This is an optimization exercise on Yosys and OpenROAD, whose aim is small area, a short achievable clock period and few clock cycles per item, not a production implementation. In this exercise RTL edits were held to simulation tests only and were not proved equivalent to the original.

== run 1 ==
## fpu
module fpu (
    input wire clk,
    input wire rst,
    input wire [31:0] fpscr,
    input wire in_valid,
    input wire [15:0] in_raw,
    input wire [3:0] in_fop,
    input wire [31:0] in_frl,
    input wire [31:0] in_frh,
    input wire [31:0] in_fr0,
    output reg out_valid,
    output reg out_t,
    output reg out_t_wen,
    output reg [31:0] out_fpul,
    output reg out_fpul_wen,
    output reg out_wen,
    output reg [3:0] out_wdst,
    output reg out_wbank,
    output reg [31:0] out_wdata
);
    wire arith = in_valid && ((in_fop == 4'd0) || (in_fop == 4'd5) ||
                              (in_fop == 4'd6) || (in_fop == 4'd8));
    wire sel_fmac_a = in_fop[0];                  
    wire sel_fmac_c = in_fop[2] & !in_fop[1];     
    wire sel_fmul = in_fop[1];
    wire sel_mul = in_fop[2];                     
    wire sel_mul_e = in_fop[0] | in_fop[1];       
    wire sel_sub = in_fop[3];
    wire cmp_eq, cmp_gt;
    fpu_fcmp fcmp (.a(in_frh), .b(in_frl), .eq(cmp_eq), .gt(cmp_gt));
    always @(*) begin
        out_t_wen = in_valid && ((in_fop == 4'd1) || (in_fop == 4'd2));
        out_t = in_fop[0] ? cmp_eq : cmp_gt;
        out_fpul_wen = 1'b0;
        out_fpul = 32'b0;
        out_wen = 1'b1;
    end
    wire [31:0] wa = sel_fmac_a ? in_fr0 : in_frh;
    wire [31:0] wc = sel_fmac_c ? in_frh : in_frl;
  ...
Size: ~4500 cells after synthesis, ~90 flip-flops, roughly 230 I/O pins.
Settings: LEC_CHECK=0, ABC_AREA=1, CAP_MARGIN=20, CORE_MARGIN=2, CORE_UTILIZATION=40, PLACE_DENSITY=0.6, SLEW_MARGIN=20; clock period 25.0 ns.
standard.sh (not shown) runs the stock make flow with config.mk's settings and CLKGATE_MAP_FILE= SYNTH_SCRIPT=/design/flow/synth_recipe.tcl, a recipe that flattens the netlist after the stock synthesis.
==> flow/flow/run.sh <==
#!/bin/bash
set -euo pipefail
bash standard.sh SETUP_SLACK_MARGIN=12.5 finish > standard_flow.log 2>&1
Having completed the whole flow, run 1 delivered a layout that passed the timing, design-rule and antenna checks.
Testbench counts of run 1, summed over its fixed seeds: cycles 2,056, ops 2,048.
Here is what was changed in the inputs of run 2 compared with run 1.
==> flow/flow/run.sh <==
#!/bin/bash

set -euo pipefail
bash standard.sh SETUP_SLACK_MARGIN=12 finish > standard_flow.log 2>&1
--- a/flow/config.mk
+++ b/flow/config.mk
@@ -6,5 +6,4 @@
 export NUM_CORES = 4
 export LEC_CHECK = 0
-export ABC_AREA = 1
 export CAP_MARGIN = 20
 export CORE_MARGIN = 2
==> comparison <==
- Run 2 falls short of run 1 in detailed placement HPWL.
- Run 2 vs run 1: total of clock buffers placed in the layout down
- Run 1 has a higher worst path buffer plus inverter count than run 2.
- A highest metal layer with signal wires of met4 is what run 2 shows, while met5 belongs to run 1.
- From run 1 to run 2 the numbers moved as follows: layout filler cell count moved up; number of instances in the placed design decreased by 326 relative to the old numbers; cell count moved down; wire length went up by 4.3 mm.
diff inputs: run 2 => run 3
==> flow/flow/run.sh <==
#!/bin/bash
set -euo pipefail
bash standard.sh SETUP_SLACK_MARGIN=12 finish > standard_flow.log 2>&1
--- a/flow/config.mk
+++ b/flow/config.mk
@@ -6,7 +6,8 @@
 export NUM_CORES = 4
 export LEC_CHECK = 0
+export ABC_AREA = 1
 export CAP_MARGIN = 20
 export CORE_MARGIN = 2
-export CORE_UTILIZATION = 40
-export PLACE_DENSITY = 0.6
+export CORE_UTILIZATION = 30
+export PLACE_DENSITY = 0.5
 export SLEW_MARGIN = 20
Results
- Synthesized area per cell | run 3 below run 2
- Per the comparison of run 3 with run 2, cell area fell by 5.8%; area share of xor/xnor cells in the synthesized design fell by 0.26 points.
diff inputs: run 3 => run 4
==> flow/flow/run.sh <==
#!/bin/bash
set -euo pipefail
bash standard.sh SETUP_SLACK_MARGIN=11.75 finish > standard_flow.log 2>&1
--- a/flow/config.mk
+++ b/flow/config.mk
@@ -9,5 +9,5 @@
 export CAP_MARGIN = 20
 export CORE_MARGIN = 2
-export CORE_UTILIZATION = 30
-export PLACE_DENSITY = 0.5
+export CORE_UTILIZATION = 40
+export PLACE_DENSITY = 0.6
 export SLEW_MARGIN = 20
Findings:
Setup slack: run 4 less than run 3. Placement row count: run 3 and run 4 compared, lower one is run 4. Run 4 vs run 3: die area down in run 4. From run 3 to run 4 the numbers moved as follows: number of cells on the critical path climbed 1; share of the final layout cell area in sequential cells now larger. The run showing the smaller core utilization is run 3. Measured against each other, run 3 and run 4 differ in data arrival at the endpoint of the critical path, the higher figure coming from run 4.
Inputs modified between run 4 and run 5:
==> flow/flow/run.sh <==
#!/bin/bash
set -euo pipefail
bash standard.sh SETUP_SLACK_MARGIN=12 finish > standard_flow.log 2>&1
--- a/flow/config.mk
+++ b/flow/config.mk
@@ -9,5 +9,5 @@
 export CAP_MARGIN = 20
 export CORE_MARGIN = 2
-export CORE_UTILIZATION = 40
-export PLACE_DENSITY = 0.6
+export CORE_UTILIZATION = 55
+export PLACE_DENSITY = 0.7
 export SLEW_MARGIN = 20
- There was hardly any difference in clock network area share between run 4 and run 5.
- Count of routing violations after the opening detailed-route iteration: run 5 > run 4
- Run 5 and run 4 ended up with roughly the same routed wire length.
- In run 5, the wire length of the first global-routing pass came out about 1.3% below the value in run 4.
- From run 4 to run 5 the numbers moved as follows: filler cell count has decreased, layout-stage area growth over the synthesis result increased 2.1 points, hold slack stayed essentially flat, share of the final layout cell area in sequential cells closely matched the old numbers, non-clock buffer count now larger.
- Fmax went up slightly going from run 4 to run 5.
- Run 4 vs run 5, highest routing layer actually used: met4 vs met5

==> static timing again, ports no longer ideal <==
No port has a modelled driver above. Below, the same layouts with a new extraction and two added sets of constraints. Step 1: set_driving_cell puts a clkbuf_16 on clk and a buf_2 on each other input, an assumption about the parent block. Step 2 also shifts input and output timing later by t, the mid clock arrival at the registers, as if the neighbouring blocks saw the same clock. Slacks: ideal ports / drivers / drivers and shift; pairs: ideal ports / drivers.
run	t, ns	slack for setup (ns)	hold slack, ns	worst setup path after step 2
run 1	0.374	12.388 / 12.348 / 12.173	5.098 / 5.085 / 5.459	input to register
run 2	0.387	11.701 / 11.660 / 11.475	5.083 / 5.065 / 5.452	input to register
run 3	0.409	12.086 / 12.047 / 11.884	5.069 / 5.044 / 5.453	input to register
run 4	0.373	11.867 / 11.847 / 11.641	5.099 / 5.085 / 5.459	input to register
run 5	0.379	12.065 / 12.083 / 11.704	5.097 / 5.076 / 5.455	input to register
After both steps every run listed still meets setup and hold. For run 5, which loses most, drivers alone change the setup slack by +0.018 ns; drivers and shift together by -0.361 ns.
